This design comes from an exercise in tuning for small area on the open sky130 flow, not from production work.
In this exercise RTL edits were held to simulation tests only and were not proved equivalent to the original.
Power and IR drop assume default switching activity.

$ cat flow/run.sh
#!/bin/bash
# synth_recipe.tcl (not shown) runs the flow's synth.tcl, then flattens the netlist and writes it again
# the make line also repeats each setting of config.mk as NAME=value (left out here)
make -C /OpenROAD-flow-scripts/flow DESIGN_CONFIG=/design/flow/config.mk WORK_HOME=/design/flow/orfs CLKGATE_MAP_FILE= SYNTH_SCRIPT=/design/flow/synth_recipe.tcl finish
$ cat flow/config.mk
export PLATFORM = sky130hd
export DESIGN_NAME = systolic_array
export DESIGN_NICKNAME = systolic_array
export VERILOG_FILES = /design/flow/design.v
export SDC_FILE = /design/flow/constraint.sdc
export NUM_CORES = 4
export LEC_CHECK = 0
export CAP_MARGIN = 20
export CORE_MARGIN = 2
export CORE_UTILIZATION = 40
export PLACE_DENSITY = 0.6
export SLEW_MARGIN = 20
$ cat flow/constraint.sdc
create_clock -name core_clock -period 6.0 [get_ports {clk}]
set_input_delay 1.2000 -clock core_clock [delete_from_list [all_inputs] [get_ports {clk}]]
set_output_delay 1.2000 -clock core_clock [all_outputs]
set_load 0.01 [all_outputs]
$ cat flow/design.v
 module systolic_array_pe #(
     parameter input_width = 8 
 )
 (
     input clk, reset,  
     input [0:input_width - 1]  in_a, in_b,
     output [0:input_width - 1] out_a, out_b, 
     output [0:2 * input_width - 1] out_c
 );
    reg [0:input_width - 1] a_r, b_r;
    reg [0:2 * input_width - 1] c_r;  
    always @(posedge clk)
    begin
        if(reset) {a_r, b_r, c_r} <= 0;
        else
        begin
            a_r <= in_a;
            b_r <= in_b;
            c_r <= in_a * in_b + c_r;
        end
    end
    assign out_a = a_r;
    assign out_b = b_r;
    assign out_c = c_r;
 endmodule
 module systolic_array #(
     parameter m = 8,  
     parameter n = 8,  
     parameter  input_width = 8
 )
 (
     input clk, reset,
     input [0:m * input_width - 1] in_row,  
     input [0:n * input_width - 1] in_col,  
     output [0:m * n * 2 * input_width - 1] out
 );
    wire [0:n * input_width - 1] col_wire [0:m];
    wire [0:m * input_width - 1] row_wire [0:n];
    assign col_wire[0] = in_col;
    assign row_wire[0] = in_row;
    genvar i, j;
    generate
    begin
        for(i = 0; i < m; i = i + 1)
        begin : for_row
            for(j = 0; j < n; j = j + 1)
            begin : for_col
                systolic_array_pe #(
                    .input_width(input_width)
                )
                pe
                (
                    .clk(clk),
                    .reset(reset),
                    .in_a( row_wire[j][ (i * input_width)+:input_width ] ),
                    .in_b( col_wire[i][ (j * input_width)+:input_width ] ),
                    .out_a( row_wire[j + 1][ (i * input_width)+:input_width ] ),
                    .out_b( col_wire[i + 1][ (j * input_width)+:input_width ] ),
                    .out_c( out[ ((i * n + j) * 2 * input_width)+:2 * input_width] )
                );
            end
        end
    end
    endgenerate
 endmodule
==> out/metrics.yaml <==
post_cts_buffers: 0
finalCritPeriodShare: 0.850
maxCapViolations: 0
firstDrtPassIters: 5
rows: 265
cts_made_buffers: 268
coreArea_mm2: 0.521
worst_setup_path_start_kind: "input pin"
tns_ps: 0
place_ws_ps: 17.2
via_per_inst: 4.79
synthXorXnorAreaFrac: 0.0247
yosysWarnings: 2
clk_pin_slew_worst_paths_ps: 60
synth_ff_type: "dfxtp_1"
multi_input_area_mm2: 0.145
synthCells: 23500
vdd_drop_max_uv: 230
synth-adder-area-share: 0.441
hold_viol: 0
ys_ff_latch: 1920
grt.overflow.total: 0
ys_top_cells_by_area: "fa_1 31%, dfxtp_1 18%, ha_1 13%, inv_1 11%, and2_1 6.2%"
postCtsHoldBufs: 0
dp.final_hpwl_mm: 509
vias: 152000
drive_gt1_frac: 0.0251
die_area_mm2: 0.528
die_h_um: 727
synth_top_family_by_area: "adder cells"
synthArstFlopShare: 0
seq_area_mm2: 0.0384
arrival_ps: 5920
cts_sinks: 1920
clk_latency_ps: 950
avgRoutedWirePerCell_um: 19.3
tightest_slew_ps: 1170
grt_pass1_vias: 160000
grt_pass1_wl_mm: 952
final_cell_mix: "6,141 x inv_1, 3,200 x fa_1, 2,287 x nand2_1"
yosysTopAreaCell: "fa_1"
drc: 0
grt_setup_unrepaired: "no"
synth-compound-area-share: 0.0542
h-tree-depth: 5
yosysTopAreaCellShare: 0.307
routed_wl_mm: 612
synth_edf_count: 0
start_util: 0.401
crit_type: "in2reg"
final_common_cell: "inv_1"
die_x_um: 727
grt_max_degree: 177
period_needed_ps: 5100
ant_nets: 0
nNetsFinal: 30000
skew_ps: 65.1
yosys.area_share.simple: 0.173
worstPathRequired_ps: 6820
run_status: "finished clean"
hold_class: "reg2reg"
cts_resized: 0
grt_usage: 0.234
cts_max_path_buffers: 4
root_buffer: "clkbuf_16"
syn2layout_area_growth_pct: 13.6
io_pins: 1154
antenna_found_initial: 41
maxSlewHeadroom: 0.216
fillCellCount: 50700
drtIter0Drc: 6843
setup_viol: 0
synthesis.area_mm2: 0.209
pwr_density_cell_mw_per_mm2: 164
maxClockFrequency_mhz: 196
final_max_slew_viol_count: 0
synth_area_per_cell_um2: 8.89
cts_tree: "yes"
synthMuxAreaShare: 0.00252
crit_fanout: 9
seq_area_frac_synth: 0.184
syn-num-nets: 29100
cp-end-kind: "flop"
io_buffers: 1153
setup_ws_ps: 902
yosysUniqueCellTypes: 73
gp_congestion: 0.910
p_leak_nw: 119
[metrics by stage]
stage               instance area [um^2]  hold WS (ps)  power [mW]  utilization  std cells
CTS                               237000           592        39.5        0.455      31600
global route                      237000           606        41.1        0.456      31700
global placement                  228000           570        21.9        0.437      31100
finish                            237000           590        38.9        0.456      31700
detailed placement                228000           578        22.0        0.437      31100
floorplan                         209000           504        19.2            -      23500
[power breakdown]
group          switching [mW]  internal (mW)
registers               0.821           13.3
logic                    4.35           3.33
clock network            6.89           10.3
total                    12.1           26.9
[worst max-delay path, stage by stage]
cell,delay [ps]
clkdlybuf4s50_1,710
nand2_1,150
fa_1,530
fa_1,550
inv_1,50
fa_1,480
inv_1,50
fa_1,480
inv_1,50
ha_1,360
and2_1,170
o21ai_0,100
a31oi_1,300
nor2_1,130
o21ai_0,240
mux2_2,360
[cell usage after synthesis (257+ instances only)]
master    count
ha_1       2240
dfxtp_1    1920
fa_1       3200
xnor2_1     332
a21oi_1     310
inv_1      6142
nand2_1    2287
xor2_1      257
clkbuf_1    512
nor2b_1    1340
nor2_1      881
and2_1     2055
o21ai_0     379
[flip-flops by register name, indices dropped and copies added, names as in the netlist]
signal and flops:
genblk0.for_row.for_col.pe.a_r 448, genblk0.for_row.for_col.pe.c_r 1024, genblk0.for_row.for_col.pe.b_r 448
[cell type report]
class                      count  area share
antenna                      136     0.00143
clock buffer                 349      0.0318
clock inverter               129     0.00737
inverter                    6142      0.0971
multi-input combinational  14900       0.612
sequential                  1920       0.162
tap                         6942      0.0366
timing repair buffer        1237      0.0518
[path summary, 6_finish.rpt]
path              cells after the start                                     start  slack [ps]                                        to
hold reg to reg                       2  genblk0.for_row[5].for_col[4].pe.c_r[15]         590  genblk0.for_row[5].for_col[4].pe.c_r[15]
setup reg to reg                     14   genblk0.for_row[3].for_col[1].pe.b_r[7]        1070   genblk0.for_row[4].for_col[1].pe.c_r[1]
setup / recovery                     16                                in_col[61]         900   genblk0.for_row[0].for_col[7].pe.c_r[2]
hold / removal                        2  genblk0.for_row[5].for_col[4].pe.c_r[15]         590  genblk0.for_row[5].for_col[4].pe.c_r[15]
[per-layer routing]
layer  wire length, um  global-route usage
met4             29400              0.0969
met1            253000               0.288
met5               153                   0
met3             43600              0.0564
met2            287000               0.391
[cells by family (layout without fill, tap and decap cells)]
group | count (synthesis) | count (layout)
other cells | 0 | 136
xor+xnor | 589 | 589
simple gates | 7078 | 7078
mux | 47 | 47
compound gates | 1714 | 1714
flops | 1920 | 1920
buf+inv | 6708 | 7857
fa+ha+maj | 5440 | 5440

[re-timing with driven ports]
The flow's constraints put no driver on any port. The routed layout listed below was extracted and timed again, unchanged, in two steps.
Step 1: set_driving_cell puts a clkbuf_16 on clk and a buf_2 on each other input, an assumption about the parent block.
Step 2, shift: input delay + t, output delay - t, t = (earliest + latest rising clock arrival at the registers) / 2. This alone moves slack from input paths to output paths.
Three values: no drivers, after step 1, after step 2; two values: the first two.
shift t [ns]: 1.035
setup WS [ns]: 0.902 / 0.985 / -0.050
clock arrival spread, ns: 0.086 / 0.086
worst register clock-pin slew, ns: 0.07 / 0.07
cell pins on the clock port's net: 1
With both steps, setup timing fails in this run, where it was met with ideal ports. For this run, drivers alone change the setup slack by +0.083 ns; drivers and shift together by -0.952 ns.
